This design comes from an exercise in tuning for small area on the open sky130 flow, not from production work. Only simulation tests tie the RTL to the original design; equivalence was not proved. No activity file was given, so power comes from the tool's default toggle rates.

zinc:
// sdr_ctrl
module sdr_ctrl(
	input  wire clk,
	input  wire rst,
	input  wire        uart_rx,
	output wire        uart_tx,
	input  wire        stream_rx,
	output wire [31:0] fm_freq,
	output wire [31:0] am_freq,
	output wire [1:0]  chanel_am_fm,
	output wire        led1,
	output wire        z,
	output wire [31:0] sample_code,
	output wire [18:0] sram_a,
	output wire [15:0] sram_dout,
	input  wire [15:0] sram_din,
	output wire        sram_ce0,
	output wire        sram_we,
	output wire        sram_lb,
	output wire        sram_oe,
	output wire        sram_ub,
	input  wire        MISO_AT45,
	output wire        MOSI_AT45,
	output wire        SCLK_AT45,
	output wire        CS_AT45,
	input  wire [7:0]  flash_din,
	output wire        flash_fifo_rd,
	output wire        flash_write
);
wire os_tick;
uart_os_tick os_tick_gen(.clk(clk), .rst(rst), .tick(os_tick));
wire rx_ready;
wire rx_first;
wire [7:0] rx_byte;
async_receiver cmd_rx(
	.clk(clk), .rst(rst), .tick(os_tick), .RxD(uart_rx),
	.RxD_data_ready(rx_ready), .RxD_data(rx_byte), .first_shift(rx_first)
);
wire [7:0] c0 = rx_byte;
reg [7:0] c1, c2, c3, c4, c5;
reg flag_rcv;
reg pend;           
wire push = rx_first && pend;
always @(posedge clk)
	if (rst) begin
		c1 <= 0; c2 <= 0;
		flag_rcv <= 0;
		pend <= 0;
	end else begin
		flag_rcv <= rx_ready;
		if (rx_ready) pend <= 1'b1;
		else if (rx_first) pend <= 1'b0;
  ...
For scale: roughly 180 I/O pins, ~24000 µm² of cells after synthesis.
Settings: LEC_CHECK=0, ABC_AREA=1, CAP_MARGIN=20, CORE_MARGIN=2, CORE_UTILIZATION=55, SLEW_MARGIN=20; clock period 10.0 ns.
standard.sh (not shown) runs the stock make flow with config.mk's settings and CLKGATE_MAP_FILE= SYNTH_SCRIPT=/design/flow/synth_recipe.tcl, a recipe that flattens the netlist after the stock synthesis.
==> flow/flow/run.sh <==
#!/bin/bash
# The standard layout (standard.sh) with these changes:
#  - synthesis optimizes and maps logic with flow/area.abc (&deepsyn, then
#    two rounds of dch -f; amap) instead of ORFS's abc script, and leaves
#    adders to abc (ADDER_MAP_FILE empty). Registers are mapped before abc
#    and are untouched;
#  - port buffers are sky130_fd_sc_hd__buf_1;
#  - clock tree synthesis uses CTS_ARGS below (clkbuf_8, no dummy loads).
# Every tool writes its log under orfs/logs as in the standard flow; this
# script's own output and make's go to run_sh.log.
set -euo pipefail
exec > run_sh.log 2>&1
W=$(pwd)
{
  echo 'proc abc {args} {'
  echo '  set i [lsearch -exact $args -script]'
  echo "  if { \$i >= 0 } { lset args [expr {\$i + 1}] $W/flow/area.abc }"
  echo '  yosys abc {*}$args'
  echo '}'
  cat synth_recipe.tcl
} > my_synth.tcl
sed -e "s#SYNTH_SCRIPT=[^ ]*synth_recipe.tcl#SYNTH_SCRIPT=$W/my_synth.tcl ADDER_MAP_FILE=#" standard.sh > my_standard.sh
grep -q "SYNTH_SCRIPT=$W/my_synth.tcl ADDER_MAP_FILE=" my_standard.sh
export BUFFER_PORTS_ARGS="-buffer_cell sky130_fd_sc_hd__buf_1"
export CTS_ARGS="-sink_clustering_enable -repair_clock_nets -dont_use_dummy_load -buf_list sky130_fd_sc_hd__clkbuf_8 -sink_clustering_size 18 -sink_clustering_max_diameter 60"
bash my_standard.sh
==> flow/flow/area.abc <==
strash
&get -n
&deepsyn -T 60
&put
dch -f
amap
strash
dc2
dch -f
amap
Modified inputs, indigo compared to zinc
Settings: changing CORE_UTILIZATION from 55 to 70.
diff --git a/flow/flow/run.sh b/flow/flow/run.sh
--- a/flow/flow/run.sh
+++ b/flow/flow/run.sh
@@ -3,4 +3,3 @@
-#  - synthesis optimizes and maps logic with flow/area.abc (&deepsyn, then
-#    two rounds of dch -f; amap) instead of ORFS's abc script, and leaves
-#    adders to abc (ADDER_MAP_FILE empty). Registers are mapped before abc
-#    and are untouched;
+#  - synthesis maps logic with flow/area.abc (two rounds of strash; dc2;
+#    dch -f; amap) instead of ORFS's abc script, and leaves adders to abc
+#    (ADDER_MAP_FILE empty). Registers are mapped before abc, untouched;
==> flow/flow/area.abc <==
strash
dc2
dch -f
amap
strash
dc2
dch -f
amap
==> comparison <==
indigo: ratio of final minimum period to clock period 1.4 points below zinc. Looking only at met2 track demand over resource, and setting everything else aside, the lower value of indigo and zinc goes to zinc. Max-slew headroom at the worst pin (higher): zinc. Going from zinc to indigo, total power went up 7.8%, multi-input combinational area share increased by 4.3 points relative to the old numbers.

========
sdr_ctrl again, from the RTL that the note above started with.
export LEC_CHECK = 0
export ABC_AREA = 1
export CAP_MARGIN = 20
export CORE_MARGIN = 2
export CORE_UTILIZATION = 55
export SLEW_MARGIN = 20
create_clock -name core_clock -period 10.0 [get_ports {clk}]
==> flow/flow/run.sh <==
#!/bin/bash
# The standard layout (standard.sh) with these changes:
#  - synthesis maps logic with flow/area.abc (two rounds of strash; dc2;
#    dch -f; amap) instead of ORFS's abc script, and leaves adders to abc
#    (ADDER_MAP_FILE empty). Registers are mapped before abc, untouched;
#  - port buffers are sky130_fd_sc_hd__buf_1;
#  - clock tree synthesis uses CTS_ARGS below (clkbuf_8, no dummy loads).
# Every tool writes its log under orfs/logs as in the standard flow; this
# script's own output and make's go to run_sh.log.
set -euo pipefail
exec > run_sh.log 2>&1
W=$(pwd)
{
  echo 'proc abc {args} {'
  echo '  set i [lsearch -exact $args -script]'
  echo "  if { \$i >= 0 } { lset args [expr {\$i + 1}] $W/flow/area.abc }"
  echo '  yosys abc {*}$args'
  echo '}'
  cat synth_recipe.tcl
} > my_synth.tcl
sed -e "s#SYNTH_SCRIPT=[^ ]*synth_recipe.tcl#SYNTH_SCRIPT=$W/my_synth.tcl ADDER_MAP_FILE=#" standard.sh > my_standard.sh
grep -q "SYNTH_SCRIPT=$W/my_synth.tcl ADDER_MAP_FILE=" my_standard.sh
export BUFFER_PORTS_ARGS="-buffer_cell sky130_fd_sc_hd__buf_1"
export CTS_ARGS="-sink_clustering_enable -repair_clock_nets -dont_use_dummy_load -buf_list sky130_fd_sc_hd__clkbuf_8 -sink_clustering_size 18 -sink_clustering_max_diameter 60"
bash my_standard.sh
==> flow/flow/area.abc <==
strash
dc2
dch -f
amap
strash
dc2
dch -f
amap
Rerun with:
--- a/flow/flow/run.sh
+++ b/flow/flow/run.sh
@@ -3,3 +3,4 @@
-#  - synthesis maps logic with flow/area.abc (two rounds of strash; dc2;
-#    dch -f; amap) instead of ORFS's abc script, and leaves adders to abc
-#    (ADDER_MAP_FILE empty). Registers are mapped before abc, untouched;
+#  - synthesis optimizes and maps logic with flow/area.abc (two rounds of
+#    &deepsyn, dch -f, amap) instead of ORFS's abc script, and leaves
+#    adders to abc (ADDER_MAP_FILE empty). Registers are mapped before abc
+#    and are untouched;
==> flow/flow/area.abc (replaced) <==
strash
&get -n
&deepsyn -T 60
&put
dch -f
amap
strash
&get -n
&deepsyn -T 30
&put
dch -f
amap
CORE_UTILIZATION = 70   (was 55)
=>
- The changed run finished with timing, DRC and antenna clean
- utilization is higher by 16 points
- routed wire length is lower by a little under a tenth
- design area is lower by a few percent
- clock-buffer cell count is lower by 5
- sequential power is lower by a few percent

port drivers added, routing unchanged:
How much do the figures lean on ideal ports? The routed layouts below were timed once more, with nothing changed but the port constraints.
Step 1, drivers: a clkbuf_16 drives clk and a buf_2 each remaining input, both assumed.
Step 2, shift: input delay + t, output delay - t, t = (earliest + latest rising clock arrival at the registers) / 2. This alone moves slack from input paths to output paths.
Three values: no drivers, after step 1, after step 2; two values: the first two.
run	t (ns)	setup slack, ns	slew at the worst register clock pin (ns)	worst slew at a driven data input, ns	pins driven straight from the clock port
zinc	0.682	4.492 / 4.492 / 4.492	0.11 / 0.11	0.05	1
indigo	0.704	4.635 / 4.635 / 4.635	0.12 / 0.12	0.05	1
the first run of note 2	0.694	4.827 / 4.827 / 4.827	0.11 / 0.11	0.08	1
the second run of note 2	0.655	4.682 / 4.682 / 4.677	0.11 / 0.11	0.06	1
After both steps every run listed still meets setup and hold. For the second run of note 2, which loses most, drivers alone change the setup slack by 0.000 ns; drivers and shift together by -0.005 ns.
